From an optimization exercise on the open Yosys and OpenROAD flow, aimed at small area, a short achievable clock period and few clock cycles; shortcuts taken in it are not production practice.
Function was checked by simulation only, so behaviour that the tests miss may differ from the original.
Power figures rest on the tool's default switching activity, not on a simulated workload.

==> flow/design.v <==
module SimpleCPU(clk, rst, data_fromRAM, wrEn, addr_toRAM, data_toRAM);
input clk, rst;
input wire [31:0] data_fromRAM;
output reg wrEn;
output reg [9:0] addr_toRAM;
output reg [31:0] data_toRAM;    
localparam S_F0  = 4'd0,   
           S_F1  = 4'd1,   
           S_2   = 4'd2,   
           S_3   = 4'd3,   
           S_4   = 4'd4,   
           S_5   = 4'd5,   
           S_IT  = 4'd6,   
           S_J   = 4'd7,   
           S_BR  = 4'd8,   
           S_NFX = 4'd9,   
           S_NFL = 4'd10,  
           S_NFH = 4'd11;  
localparam OP_ADD = 4'd0, OP_ADDi = 4'd1, OP_NAND = 4'd2, OP_NANDi = 4'd3,
           OP_SRL = 4'd4, OP_SRLi = 4'd5, OP_LT = 4'd6, OP_LTi = 4'd7,
           OP_CP = 4'd8, OP_CPi = 4'd9, OP_CPI = 4'd10, OP_CPIi = 4'd11,
           OP_BZJ = 4'd12, OP_BZJi = 4'd13, OP_MUL = 4'd14, OP_MULi = 4'd15;
reg [3:0]  state;
reg        hz;           
reg [9:0]  pc;
reg [3:0]  op;
reg [9:0]  fa;           
reg [31:0] r2;           
reg [31:0] r3;           
reg        g32;          
reg        bz;           
reg        az;           
wire [31:0] d  = data_fromRAM;
wire [31:0] r1 = data_toRAM;
wire [9:0]  pc1 = pc + 10'd1;
wire st_f1  = state == S_F1;
wire st_2   = state == S_2;
wire st_3   = state == S_3;
wire st_4   = state == S_4;
wire st_5   = state == S_5;
wire st_it  = state == S_IT;
wire st_j   = state == S_J;
wire st_br  = state == S_BR;
wire st_nfx = state == S_NFX;
wire st_nfl = state == S_NFL;
wire st_nf  = state == S_NFX || state == S_NFL || state == S_NFH;
wire op_mul  = op[3:1] == 3'b111;
wire op_alu  = ~op[3];                  
wire op_imm  = op[0];
wire op_srl  = op[3:1] == 3'b010;
wire [32:0] sum;
add32 adder (.a(r1), .b(r2), .s(sum));
wire        lt   = sum[32];
wire        srl_last = g32 | (r2[4:1] == 4'd0);
wire        srl_nz   = ~g32 & (r2[4:0] != 5'd0);
wire r3hz = (r3[31:1] == 31'd0);
wire r2lz = (r2[30:0] == 31'd0);
wire r2z  = r2lz & ~r2[31];
wire mul_last = r3hz | r2lz;
wire jz   = st_j & az;
wire take = (st_f1 & ~hz) | (st_br & ~bz) | jz;
reg [3:0] state_n;
reg       nf;            
always @(*) begin
	nf = 1'b0;
	state_n = state;
	case (state)
	S_F0: state_n = S_F1;
	S_F1: state_n = hz ? S_F0 : S_2;
	S_2:  if (op == OP_CPi) begin nf = 1'b1; state_n = S_NFX; end    
	      else if (op == OP_CP) begin nf = 1'b1; state_n = S_NFL; end
	      else state_n = S_3;
	S_3:  case (op)
		OP_ADDi, OP_NANDi, OP_LTi: begin nf = 1'b1; state_n = S_NFX; end
		OP_SRLi: if (srl_last) begin nf = 1'b1; state_n = S_NFX; end
		         else state_n = S_IT;
		OP_MULi: state_n = S_IT;
		OP_BZJi: state_n = S_J;
		OP_CPIi: begin nf = 1'b1; state_n = S_NFL; end
		OP_CPI: state_n = S_5;
		default: state_n = S_4;  
	      endcase
	S_4:  case (op)
		OP_SRL: state_n = S_IT;
		OP_MUL: if (r2z) begin nf = 1'b1; state_n = S_NFH; end
		        else state_n = S_IT;
		OP_BZJ: state_n = S_BR;
		default: begin nf = 1'b1; state_n = S_NFX; end  
	      endcase
	S_5:  begin nf = 1'b1; state_n = S_NFL; end
	S_IT: if (op[3] ? mul_last : srl_last) begin nf = 1'b1; state_n = S_NFH; end
	S_J:  state_n = jz ? S_2 : S_F0;
	S_BR: state_n = bz ? S_F1 : S_2;
	S_NFX, S_NFL, S_NFH: state_n = S_F1;
	default: state_n = S_F0;
	endcase
end
wire nf_bzj = st_3 & (op == OP_BZJ);
wire pc_inc = nf | nf_bzj;
wire pc_jmp = ~pc_inc & (st_j | (st_br & bz));
wire pc_keep = ~pc_inc & ~pc_jmp;
wire a_pc1 = pc_inc;
wire a_a   = take & d[28];
wire a_ind = (take & ~d[28]) | (st_3 & (op == OP_CPI)) | (st_4 & (op == OP_BZJ));
wire a_b   = ~pc_inc & st_2 & op[0];
wire a_sum = ~take & st_j;                                  
wire a_fa  = ~(a_a | a_pc1 | a_b | a_ind | a_sum);           
always @(posedge clk) begin
	if (rst) begin
		state <= S_F0;
		pc <= 10'd0;
		addr_toRAM <= 10'd0;
		wrEn <= 1'b0;
		hz <= 1'b0;
	end else begin
		state <= state_n;
		wrEn <= st_nf;
		hz <= st_nf & (fa == pc);
		pc <= ({10{pc_inc}} & pc1) | ({10{pc_jmp}} & sum[9:0]) | ({10{pc_keep}} & pc);
		addr_toRAM <= ({10{a_a}} & d[23:14]) | ({10{a_pc1}} & pc1) | ({10{a_b}} & r2[9:0]) |
		              ({10{a_ind}} & d[9:0]) | ({10{a_sum}} & sum[9:0]) | ({10{a_fa}} & fa);
	end
end
wire op_lt   = ~op[3] & op[2] & op[1];
wire sel_zero = (st_2 & (op_mul | op == OP_BZJ | op == OP_CPi)) | ((st_nfx | st_it) & op_srl & g32);
wire sel_nd   = (op[0] ? st_3 : st_4) & op_lt;
wire sel_d    = (st_3 & ((op_alu & op[0] & ~op_lt) | op == OP_BZJi)) |
                (st_4 & op_alu & ~op[0] & ~op_lt) | st_nfl;
wire sel_sum  = (st_nfx & op[2:1] == 2'b00) | (st_it & op[3] & r3[0]);
wire sel_nand = st_nfx & op[2:1] == 2'b01;
wire sel_lt   = st_nfx & op[2:1] == 2'b11;
wire sel_shr  = (st_nfx | st_it) & op_srl & srl_nz;
wire r1_en = sel_zero | sel_nd | sel_d | sel_sum | sel_nand | sel_lt | sel_shr;
wire [31:0] r1_n = ({32{sel_d}} & d) |
                   ({32{sel_nd}} & ~d) | ({32{sel_sum}} & sum[31:0]) |
                   ({32{sel_nand}} & ~(r1 & r2)) | {31'd0, sel_lt & lt} |
                   ({32{sel_shr}} & {1'b0, r1[31:1]});
wire s2_imm = take;
wire mswap  = st_4 & (op == OP_MUL) & (r2[31:12] == 20'd0);
wire s2_d   = (st_3 & (op_mul | (op_alu & ~op[0]))) | (st_4 & ((op == OP_BZJ) | mswap));
wire s2_shl = st_it & op[3];
wire s2_dec = st_it & ~op[3] & srl_nz;
wire s2_keep = ~(s2_imm | s2_d | s2_shl | s2_dec);
wire [31:0] r2_n = ({32{s2_d}} & d) | ({32{s2_imm}} & {18'd0, d[13:0]}) |
                   ({32{s2_shl}} & {r2[30:0], 1'b0}) |
                   ({32{s2_dec}} & {r2[31:5], r2[4:0] - 5'd1}) |
                   ({32{s2_keep}} & r2);
wire fa_cpii = st_3 & (op == OP_CPIi);
wire fa_keep = ~(take | fa_cpii);
always @(posedge clk) begin
	op <= ({4{take}} & d[31:28]) | ({4{~take}} & op);
	fa <= ({10{take}} & d[23:14]) | ({10{fa_cpii}} & d[9:0]) | ({10{fa_keep}} & fa);
	data_toRAM <= r1_n | ({32{~r1_en}} & r1);
	r2 <= r2_n;
	g32 <= (take & |d[13:5]) | (st_3 & ~op[0] & |d[31:5]) | (~take & ~(st_3 & ~op[0]) & g32);
	bz  <= (st_3 & (d == 32'd0)) | (~st_3 & bz);
	az  <= (st_3 & (d[9:0] == 10'd0)) | (~st_3 & az);
	r3 <= ({32{st_4 & ~mswap}} & d) | ({32{mswap}} & r2) | ({32{st_3}} & {18'd0, r2[13:0]}) |
	      ({32{~st_3 & ~st_4}} & {1'b0, r3[31:1]});
end
endmodule
module add32(input [31:0] a, input [31:0] b, output [32:0] s);
  wire [31:0] p0 = a ^ b, g0 = a & b;
  wire [31:0] g1, p1, g2, p2, g3, p3, g4, p4, g5, p5, c;
  genvar i;
  generate for (i = 0; i < 32; i = i + 1) begin : l1
    if (i % 2 == 1) begin
      assign g1[i] = g0[i] | p0[i] & g0[i-1]; assign p1[i] = p0[i] & p0[i-1];
    end else begin
      assign g1[i] = g0[i]; assign p1[i] = p0[i];
    end
  end endgenerate
  generate for (i = 0; i < 32; i = i + 1) begin : l2
    if (i % 4 == 3) begin
      assign g2[i] = g1[i] | p1[i] & g1[i-2]; assign p2[i] = p1[i] & p1[i-2];
    end else begin
      assign g2[i] = g1[i]; assign p2[i] = p1[i];
    end
  end endgenerate
  generate for (i = 0; i < 32; i = i + 1) begin : l3
    if (i % 8 == 7) begin
      assign g3[i] = g2[i] | p2[i] & g2[i-4]; assign p3[i] = p2[i] & p2[i-4];
    end else begin
      assign g3[i] = g2[i]; assign p3[i] = p2[i];
    end
  end endgenerate
  generate for (i = 0; i < 32; i = i + 1) begin : l4
    if (i % 16 == 15) begin
      assign g4[i] = g3[i] | p3[i] & g3[i-8]; assign p4[i] = p3[i] & p3[i-8];
    end else begin
      assign g4[i] = g3[i]; assign p4[i] = p3[i];
    end
  end endgenerate
  generate for (i = 0; i < 32; i = i + 1) begin : l5
    if (i == 31) begin
      assign g5[i] = g4[i] | p4[i] & g4[i-16]; assign p5[i] = p4[i] & p4[i-16];
    end else begin
      assign g5[i] = g4[i]; assign p5[i] = p4[i];
    end
  end endgenerate
  generate for (i = 0; i < 32; i = i + 1) begin : dn
    if (i == 0 || i == 1 || i == 3 || i == 7 || i == 15 || i == 31)
      assign c[i] = g5[i];
    else if (i == 23)
      assign c[i] = g5[i] | p5[i] & c[15];
    else if (i % 8 == 7)
      assign c[i] = g5[i] | p5[i] & c[i-8];
    else if (i % 4 == 3)
      assign c[i] = g5[i] | p5[i] & c[i-4];
    else if (i % 2 == 1)
      assign c[i] = g5[i] | p5[i] & c[i-2];
    else
      assign c[i] = g0[i] | p0[i] & c[i-1];
  end endgenerate
  assign s[0] = p0[0];
  generate for (i = 1; i < 32; i = i + 1) begin : so
    assign s[i] = p0[i] ^ c[i-1];
  end endgenerate
  assign s[32] = c[31];
endmodule
export LEC_CHECK = 0
export ABC_AREA = 1
export CAP_MARGIN = 20
export CORE_MARGIN = 2
export CORE_UTILIZATION = 40
export SLEW_MARGIN = 20
create_clock -name core_clock -period 11.0 [get_ports {clk}]
standard.sh (not shown) runs the stock make flow with config.mk's settings and CLKGATE_MAP_FILE= SYNTH_SCRIPT=/design/flow/synth_recipe.tcl, a recipe that flattens the netlist after the stock synthesis.
==> flow/flow/run.sh <==
#!/bin/bash
# The standard layout, with plain buffers instead of delay cells on the ports,
# and timing repair aimed at a shorter period than the clock's.
set -euo pipefail
export BUFFER_PORTS_ARGS="-buffer_cell sky130_fd_sc_hd__buf_2"
export SETUP_SLACK_MARGIN=7.85
bash standard.sh > standard.log 2>&1
Testbench counts at the start, summed over its fixed seeds: cycles 245,510.
Rerun with:
--- a/flow/design.v
+++ b/flow/design.v
@@ -66,26 +66,25 @@
 	state_n = state;
 	case (state)
 	S_F0: state_n = S_F1;
 	S_F1: state_n = hz ? S_F0 : S_2;
 	S_2:  if (op == OP_CPi) begin nf = 1'b1; state_n = S_NFX; end    
-	      else if (op == OP_CP) begin nf = 1'b1; state_n = S_NFL; end
 	      else state_n = S_3;
 	S_3:  case (op)
 		OP_ADDi, OP_NANDi, OP_LTi: begin nf = 1'b1; state_n = S_NFX; end
 		OP_SRLi: if (srl_last) begin nf = 1'b1; state_n = S_NFX; end
 		         else state_n = S_IT;
 		OP_MULi: state_n = S_IT;
 		OP_BZJi: state_n = S_J;
-		OP_CPIi: begin nf = 1'b1; state_n = S_NFL; end
-		OP_CPI: state_n = S_5;
+		OP_CPIi, OP_CP: begin nf = 1'b1; state_n = S_NFL; end
 		default: state_n = S_4;  
 	      endcase
 	S_4:  case (op)
 		OP_SRL: state_n = S_IT;
 		OP_MUL: if (r2z) begin nf = 1'b1; state_n = S_NFH; end
 		        else state_n = S_IT;
+		OP_CPI: state_n = S_5;
 		OP_BZJ: state_n = S_BR;
 		default: begin nf = 1'b1; state_n = S_NFX; end  
 	      endcase
 	S_5:  begin nf = 1'b1; state_n = S_NFL; end
 	S_IT: if (op[3] ? mul_last : srl_last) begin nf = 1'b1; state_n = S_NFH; end
@@ -97,16 +96,16 @@
 end
 wire nf_bzj = st_3 & (op == OP_BZJ);
 wire pc_inc = nf | nf_bzj;
 wire pc_jmp = ~pc_inc & (st_j | (st_br & bz));
 wire pc_keep = ~pc_inc & ~pc_jmp;
-wire a_pc1 = pc_inc;
-wire a_a   = take & d[28];
-wire a_ind = (take & ~d[28]) | (st_3 & (op == OP_CPI)) | (st_4 & (op == OP_BZJ));
-wire a_b   = ~pc_inc & st_2 & op[0];
-wire a_sum = ~take & st_j;                                  
-wire a_fa  = ~(a_a | a_pc1 | a_b | a_ind | a_sum);           
+wire a_a   = take;
+wire a_pc1 = ~take & pc_inc;
+wire a_b   = ~take & ~pc_inc & st_2;
+wire a_ind = ~take & ~pc_inc & st_4 & (op == OP_CPI);
+wire a_sum = ~take & ~pc_inc & ~(st_4 & (op == OP_CPI)) & (st_4 | st_j);
+wire a_fa  = ~(a_a | a_pc1 | a_b | a_ind | a_sum);
 always @(posedge clk) begin
 	if (rst) begin
 		state <= S_F0;
 		pc <= 10'd0;
 		addr_toRAM <= 10'd0;
@@ -121,25 +120,23 @@
 		              ({10{a_ind}} & d[9:0]) | ({10{a_sum}} & sum[9:0]) | ({10{a_fa}} & fa);
 	end
 end
 wire op_lt   = ~op[3] & op[2] & op[1];
 wire sel_zero = (st_2 & (op_mul | op == OP_BZJ | op == OP_CPi)) | ((st_nfx | st_it) & op_srl & g32);
-wire sel_nd   = (op[0] ? st_3 : st_4) & op_lt;
-wire sel_d    = (st_3 & ((op_alu & op[0] & ~op_lt) | op == OP_BZJi)) |
-                (st_4 & op_alu & ~op[0] & ~op_lt) | st_nfl;
+wire sel_nd   = st_3 & op_lt;
+wire sel_d    = (st_3 & ((op_alu & ~op_lt) | op == OP_BZJi)) | st_nfl;
 wire sel_sum  = (st_nfx & op[2:1] == 2'b00) | (st_it & op[3] & r3[0]);
 wire sel_nand = st_nfx & op[2:1] == 2'b01;
 wire sel_lt   = st_nfx & op[2:1] == 2'b11;
 wire sel_shr  = (st_nfx | st_it) & op_srl & srl_nz;
 wire r1_en = sel_zero | sel_nd | sel_d | sel_sum | sel_nand | sel_lt | sel_shr;
 wire [31:0] r1_n = ({32{sel_d}} & d) |
                    ({32{sel_nd}} & ~d) | ({32{sel_sum}} & sum[31:0]) |
                    ({32{sel_nand}} & ~(r1 & r2)) | {31'd0, sel_lt & lt} |
                    ({32{sel_shr}} & {1'b0, r1[31:1]});
 wire s2_imm = take;
-wire mswap  = st_4 & (op == OP_MUL) & (r2[31:12] == 20'd0);
-wire s2_d   = (st_3 & (op_mul | (op_alu & ~op[0]))) | (st_4 & ((op == OP_BZJ) | mswap));
+wire s2_d   = (st_3 & (op_mul | op == OP_BZJ)) | (st_4 & op_alu);
 wire s2_shl = st_it & op[3];
 wire s2_dec = st_it & ~op[3] & srl_nz;
 wire s2_keep = ~(s2_imm | s2_d | s2_shl | s2_dec);
 wire [31:0] r2_n = ({32{s2_d}} & d) | ({32{s2_imm}} & {18'd0, d[13:0]}) |
                    ({32{s2_shl}} & {r2[30:0], 1'b0}) |
@@ -150,14 +147,14 @@
 always @(posedge clk) begin
 	op <= ({4{take}} & d[31:28]) | ({4{~take}} & op);
 	fa <= ({10{take}} & d[23:14]) | ({10{fa_cpii}} & d[9:0]) | ({10{fa_keep}} & fa);
 	data_toRAM <= r1_n | ({32{~r1_en}} & r1);
 	r2 <= r2_n;
-	g32 <= (take & |d[13:5]) | (st_3 & ~op[0] & |d[31:5]) | (~take & ~(st_3 & ~op[0]) & g32);
-	bz  <= (st_3 & (d == 32'd0)) | (~st_3 & bz);
+	g32 <= (take & |d[13:5]) | (st_4 & |d[31:5]) | (~take & ~st_4 & g32);
+	bz  <= (st_4 & (d == 32'd0)) | (~st_4 & bz);
 	az  <= (st_3 & (d[9:0] == 10'd0)) | (~st_3 & az);
-	r3 <= ({32{st_4 & ~mswap}} & d) | ({32{mswap}} & r2) | ({32{st_3}} & {18'd0, r2[13:0]}) |
+	r3 <= ({32{st_4}} & d) | ({32{st_3}} & {18'd0, r2[13:0]}) |
 	      ({32{~st_3 & ~st_4}} & {1'b0, r3[31:1]});
 end
 endmodule
 module add32(input [31:0] a, input [31:0] b, output [32:0] s);
   wire [31:0] p0 = a ^ b, g0 = a & b;
=> Synthesized cell count decreases by 3.9%; power decreases by 14%; hold slack degrades by 14 ps; worst setup slack degrades by 55 ps; design area decreases by 2.8%; wire length decreases by 4.4%; count of clock-buffer cells in the layout increases by 5; synthesized area decreases by 3.8%; cell count decreases by 3.4%; flip-flop and latch count is unchanged; maximum frequency decreases by 1.7%.
Testbench counts after the change, summed over its fixed seeds: cycles 252,232.

-- what the ideal ports hide --
How much do the figures lean on ideal ports? The routed layouts below were timed once more, with nothing changed but the port constraints. Step 1: set_driving_cell puts a clkbuf_16 on clk and a buf_2 on each other input, an assumption about the parent block. Step 2 also shifts input and output timing later by t, the mid clock arrival at the registers, as if the neighbouring blocks saw the same clock. a / b / c = ideal ports / drivers / drivers and shift; a / b = the first two.
run | shift t [ns] | setup WS [ns] | latest minus earliest clock arrival (ns) | slew at the worst register clock pin (ns)
the first run | 0.480 | 7.859 / 7.811 / 7.442 | 0.013 / 0.012 | 0.07 / 0.07
the second run | 0.477 | 7.803 / 7.755 / 7.566 | 0.006 / 0.006 | 0.06 / 0.06
After both steps setup and hold are still met in every run listed. For the first run, which loses most, drivers alone change the setup slack by -0.048 ns; drivers and shift together by -0.417 ns.
